From an optimization exercise on the open Yosys and OpenROAD flow, aimed at small area; shortcuts taken in it are not production practice. Function was checked by simulation only, so behaviour that the tests miss may differ from the original.

== ember ==
Design CNNEngine, start of the top module:
module CNNEngine(
  input         clock,
  input         reset,
  input  [15:0] io_inputA_0,
  input  [15:0] io_inputA_1,
  input  [15:0] io_inputA_2,
  input  [15:0] io_inputA_3,
  input  [15:0] io_inputA_4,
  input  [15:0] io_inputA_5,
  input  [15:0] io_inputA_6,
  input  [15:0] io_inputA_7,
  input  [15:0] io_inputA_8,
  input  [15:0] io_inputB_0,
  input  [15:0] io_inputB_1,
  input  [15:0] io_inputB_2,
  input  [15:0] io_inputB_3,
  input  [15:0] io_inputB_4,
  input  [15:0] io_inputB_5,
  input  [15:0] io_inputB_6,
  input  [15:0] io_inputB_7,
  input  [15:0] io_inputB_8,
  input  [2:0]  io_DemuxSel0,
  input  [2:0]  io_DemuxSel,
  input         io_DemuxEn0_0,
  input         io_DemuxEn0_1,
  input         io_DemuxEn0_2,
  input         io_DemuxEn0_3,
  input         io_DemuxEn0_4,
  input         io_DemuxEn0_5,
  input         io_DemuxEn0_6,
  input         io_DemuxEn0_7,
  input         io_DemuxEn_0,
  input         io_DemuxEn_1,
  input         io_DemuxEn_2,
  input         io_DemuxEn_3,
  input         io_DemuxEn_4,
  input         io_DemuxEn_5,
  input         io_DemuxEn_6,
  input         io_DemuxEn_7,
  input         io_DemuxEn_8,
  input         io_DemuxEn_9,
  input         io_DemuxEn_10,
  input         io_DemuxEn_11,
  input         io_DemuxEn_12,
  input         io_DemuxEn_13,
  input         io_DemuxEn_14,
  input         io_DemuxEn_15,
  input         io_DemuxEn_16,
  input         io_DemuxEn_17,
  input         io_DemuxEn_18,
  input         io_DemuxEn_19,
  input         io_DemuxEn_20,
  input         io_DemuxEn_21,
  input         io_DemuxEn_22,
  input         io_DemuxEn_23,
  input         io_DemuxEn_24,
  input         io_DemuxEn_25,
  input         io_DemuxEn_26,
  input         io_DemuxEn_27,
  input         io_DemuxEn_28,
  input         io_DemuxEn_29,
  input         io_DemuxEn_30,
  input         io_DemuxEn_31,
  input         io_DemuxEn_32,
  input         io_DemuxEn_33,
  input         io_DemuxEn_34,
  input         io_DemuxEn_35,
  input         io_DemuxEn_36,
  input         io_DemuxEn_37,
  input         io_DemuxEn_38,
  input         io_DemuxEn_39,
  input         io_DemuxEn_40,
  input         io_DemuxEn_41,
  input         io_DemuxEn_42,
  input         io_DemuxEn_43,
  input         io_DemuxEn_44,
  input         io_DemuxEn_45,
  input         io_DemuxEn_46,
  input         io_DemuxEn_47,
  input         io_DemuxEn_48,
  input         io_DemuxEn_49,
  input         io_DemuxEn_50,
  input         io_DemuxEn_51,
  input         io_DemuxEn_52,
  input         io_DemuxEn_53,
  input         io_DemuxEn_54,
  input         io_DemuxEn_55,
  input         io_DemuxEn_56,
  input         io_DemuxEn_57,
  input         io_DemuxEn_58,
  input         io_DemuxEn_59,
  input         io_DemuxEn_60,
  input         io_DemuxEn_61,
  input         io_DemuxEn_62,
  input         io_DemuxEn_63,
  input  [1:0]  io_FCMuxSel,
  input         io_FCDemuxEn_0,
  input         io_FCDemuxEn_1,
  input         io_FCDemuxEn_2,
  input         io_FCDemuxEn_3,
  output [3:0]  io_Digit,
  output [15:0] io_Scores_0,
  output [15:0] io_Scores_1,
  output [15:0] io_Scores_2,
  output [15:0] io_Scores_3,
  output [15:0] io_Scores_4,
  output [15:0] io_Scores_5,
  output [15:0] io_Scores_6,
  output [15:0] io_Scores_7,
  output [15:0] io_Scores_8,
  output [15:0] io_Scores_9,
  output [15:0] io_ConvOut
);
Settings: LEC_CHECK=0, CAP_MARGIN=35, CORE_MARGIN=2, CORE_UTILIZATION=40, CTS_BUF_LIST=sky130_fd_sc_hd__clkbuf_4, SLEW_MARGIN=30; clock period 18.0 ns.
standard.sh (not shown) runs the stock make flow with config.mk's settings and CLKGATE_MAP_FILE= SYNTH_SCRIPT=/design/flow/synth_recipe.tcl, a recipe that flattens the netlist after the stock synthesis.
==> flow/flow/run.sh <==
#!/bin/bash
set -euo pipefail
WORK=$(pwd)
rm -rf "$WORK/scripts_abc"
cp -r "$FLOW_HOME/scripts" "$WORK/scripts_abc"
cp "$WORK/flow/abc.script" "$WORK/scripts_abc/abc_speed.script"
export SCRIPTS_DIR="$WORK/scripts_abc"
export ADDER_MAP_FILE=""
export BUFFER_PORTS_ARGS="-buffer_cell sky130_fd_sc_hd__buf_1"
bash "$WORK/standard.sh" > "$WORK/standard_flow.log" 2>&1
==> flow/flow/abc.script <==
strash
&get -n
&fraig -x
&put
balance -l
resub -K 6 -l
rewrite -l
resub -K 6 -N 2 -l
refactor -l
resub -K 8 -l
balance -l
resub -K 8 -N 2 -l
rewrite -l
resub -K 10 -l
rewrite -z -l
resub -K 10 -N 2 -l
balance -l
resub -K 12 -l
refactor -z -l
resub -K 12 -N 2 -l
rewrite -z -l
balance -l
dc2
dch -f
amap -m -F 3 -A 8
strash
balance -l
resub -K 6 -l
rewrite -l
resub -K 6 -N 2 -l
refactor -l
resub -K 8 -l
balance -l
resub -K 8 -N 2 -l
rewrite -l
resub -K 10 -l
rewrite -z -l
resub -K 10 -N 2 -l
balance -l
resub -K 12 -l
refactor -z -l
resub -K 12 -N 2 -l
rewrite -z -l
balance -l
dc2
dch -f
amap -m -F 3 -A 8
strash
dc2
dch -f
amap -m -F 3 -A 8
#### Input delta (cedar over ember)
==> flow/flow/abc.script <==
strash
&get -n
&fraig -x
&put
balance
rewrite
refactor
balance
rewrite
rewrite -z
balance
refactor -z
rewrite -z
balance
dc2
dch -f
amap -m -F 3 -A 8
strash
balance
rewrite
refactor
balance
rewrite
rewrite -z
balance
refactor -z
rewrite -z
balance
dc2
dch -f
amap -m -F 3 -A 8
strash
dc2
dch -f
amap -m -F 3 -A 8
### Flow results
Across ember and cedar, none had a timing, DRC or antenna violation. Measured against each other, ember and cedar differ in critical path data arrival time, the lower figure coming from ember. cedar gives more multi-input combinational cell count than ember did. First-pass detailed-route iteration total for cedar: 2 down relative to ember. Diff ember -> cedar | final cell count | increase of about 1.8%. cp_6[0] as the worst setup path startpoint was reported by ember, and c3[1] by cedar.
The inputs of raven differ from those of cedar as listed below.
- SLEW_MARGIN now 20, was 30
- CAP_MARGIN now 20, was 35
Results
- raven vs cedar — top achievable clock speed dropped about 0.8%.
- raven vs cedar — buffer count excluding the clock tree in the final layout dropped by a few percent
- | core utilization | raven vs cedar | ≈ equal |
- Looking at minimum clock period after layout, raven sits 0.11 ns above cedar.


Another version of the RTL of CNNEngine (not shown whole).
Size: ~3,300 flip-flops, about 550 I/O pins.
make LEC_CHECK=0 CAP_MARGIN=20 CORE_MARGIN=2 CORE_UTILIZATION=40 SLEW_MARGIN=20 finish   # period 18.0 ns
run.sh (not shown) runs the stock make flow with config.mk's settings and CLKGATE_MAP_FILE= SYNTH_SCRIPT=/design/flow/synth_recipe.tcl, a recipe that flattens the netlist after the stock synthesis.
Stock flow here: none of the scripts above is used.
Then changed:
==> flow/flow/run.sh (new file) <==
#!/bin/bash
set -euo pipefail
WORK=$(pwd)
rm -rf "$WORK/scripts_abc"
cp -r "$FLOW_HOME/scripts" "$WORK/scripts_abc"
cp "$WORK/flow/abc.script" "$WORK/scripts_abc/abc_speed.script"
export SCRIPTS_DIR="$WORK/scripts_abc"
bash "$WORK/standard.sh" > "$WORK/standard_flow.log" 2>&1
==> flow/flow/abc.script (new file) <==
strash
&get -n
&fraig -x
&put
dc2
strash
dch -f
amap
==> flow/standard.sh (new file) <==
#!/bin/bash
# synth_recipe.tcl (not shown) runs the flow's synth.tcl, then flattens the netlist and writes it again
# the make line also repeats each setting of config.mk as NAME=value (left out here)
make -C /OpenROAD-flow-scripts/flow DESIGN_CONFIG=/design/flow/config.mk WORK_HOME=/design/flow/orfs CLKGATE_MAP_FILE= SYNTH_SCRIPT=/design/flow/synth_recipe.tcl "${@:-finish}"
removed: flow/run.sh
The changed run finished with timing, DRC and antenna clean.
Non-clock buffer count decreases by 144.
Die area decreases by 9.6%.
Fmax increases by 2.8%.
Worst setup slack gains 420 ps.
Routed wire length decreases by 4.7%.
Synthesized area decreases by 9.6%.
Cell count decreases by 1.2%.

## static timing again, ports no longer ideal
How much do the figures lean on ideal ports? The routed layouts below were timed once more, with nothing changed but the port constraints. Step 1, drivers: a clkbuf_16 drives clock and a buf_2 each remaining input, both assumed. Step 2 moves the port delays by t, midway between the first and last clock arrival at a register: inputs arrive t later, outputs are due t later. That takes back most of the time a late clock gives input paths. a / b / c = ideal ports / drivers / drivers and shift; a / b = the first two.
run	shift t [ns]	setup WS [ns]	worst hold slack (ns)	worst setup path at the end	pins driven straight from the clock port
ember	1.924	4.546 / 4.546 / 4.546	0.289 / 0.289 / 0.289	register to register	1
cedar	1.998	4.412 / 4.412 / 4.340	0.292 / 0.292 / 0.292	input to register	1
raven	2.012	4.301 / 4.301 / 4.029	0.282 / 0.282 / 0.282	input to register	1
the first run of note 2	1.201	2.611 / 2.658 / 1.457	0.305 / 0.305 / 0.305	input to register	1
the second run of note 2	1.160	3.029 / 3.029 / 2.943	0.317 / 0.317 / 0.317	input to register	1
After both steps setup and hold are still met in every run listed. The setup slack of the first run of note 2, which loses most, moves by +0.047 ns with the drivers and by -1.154 ns with both steps.
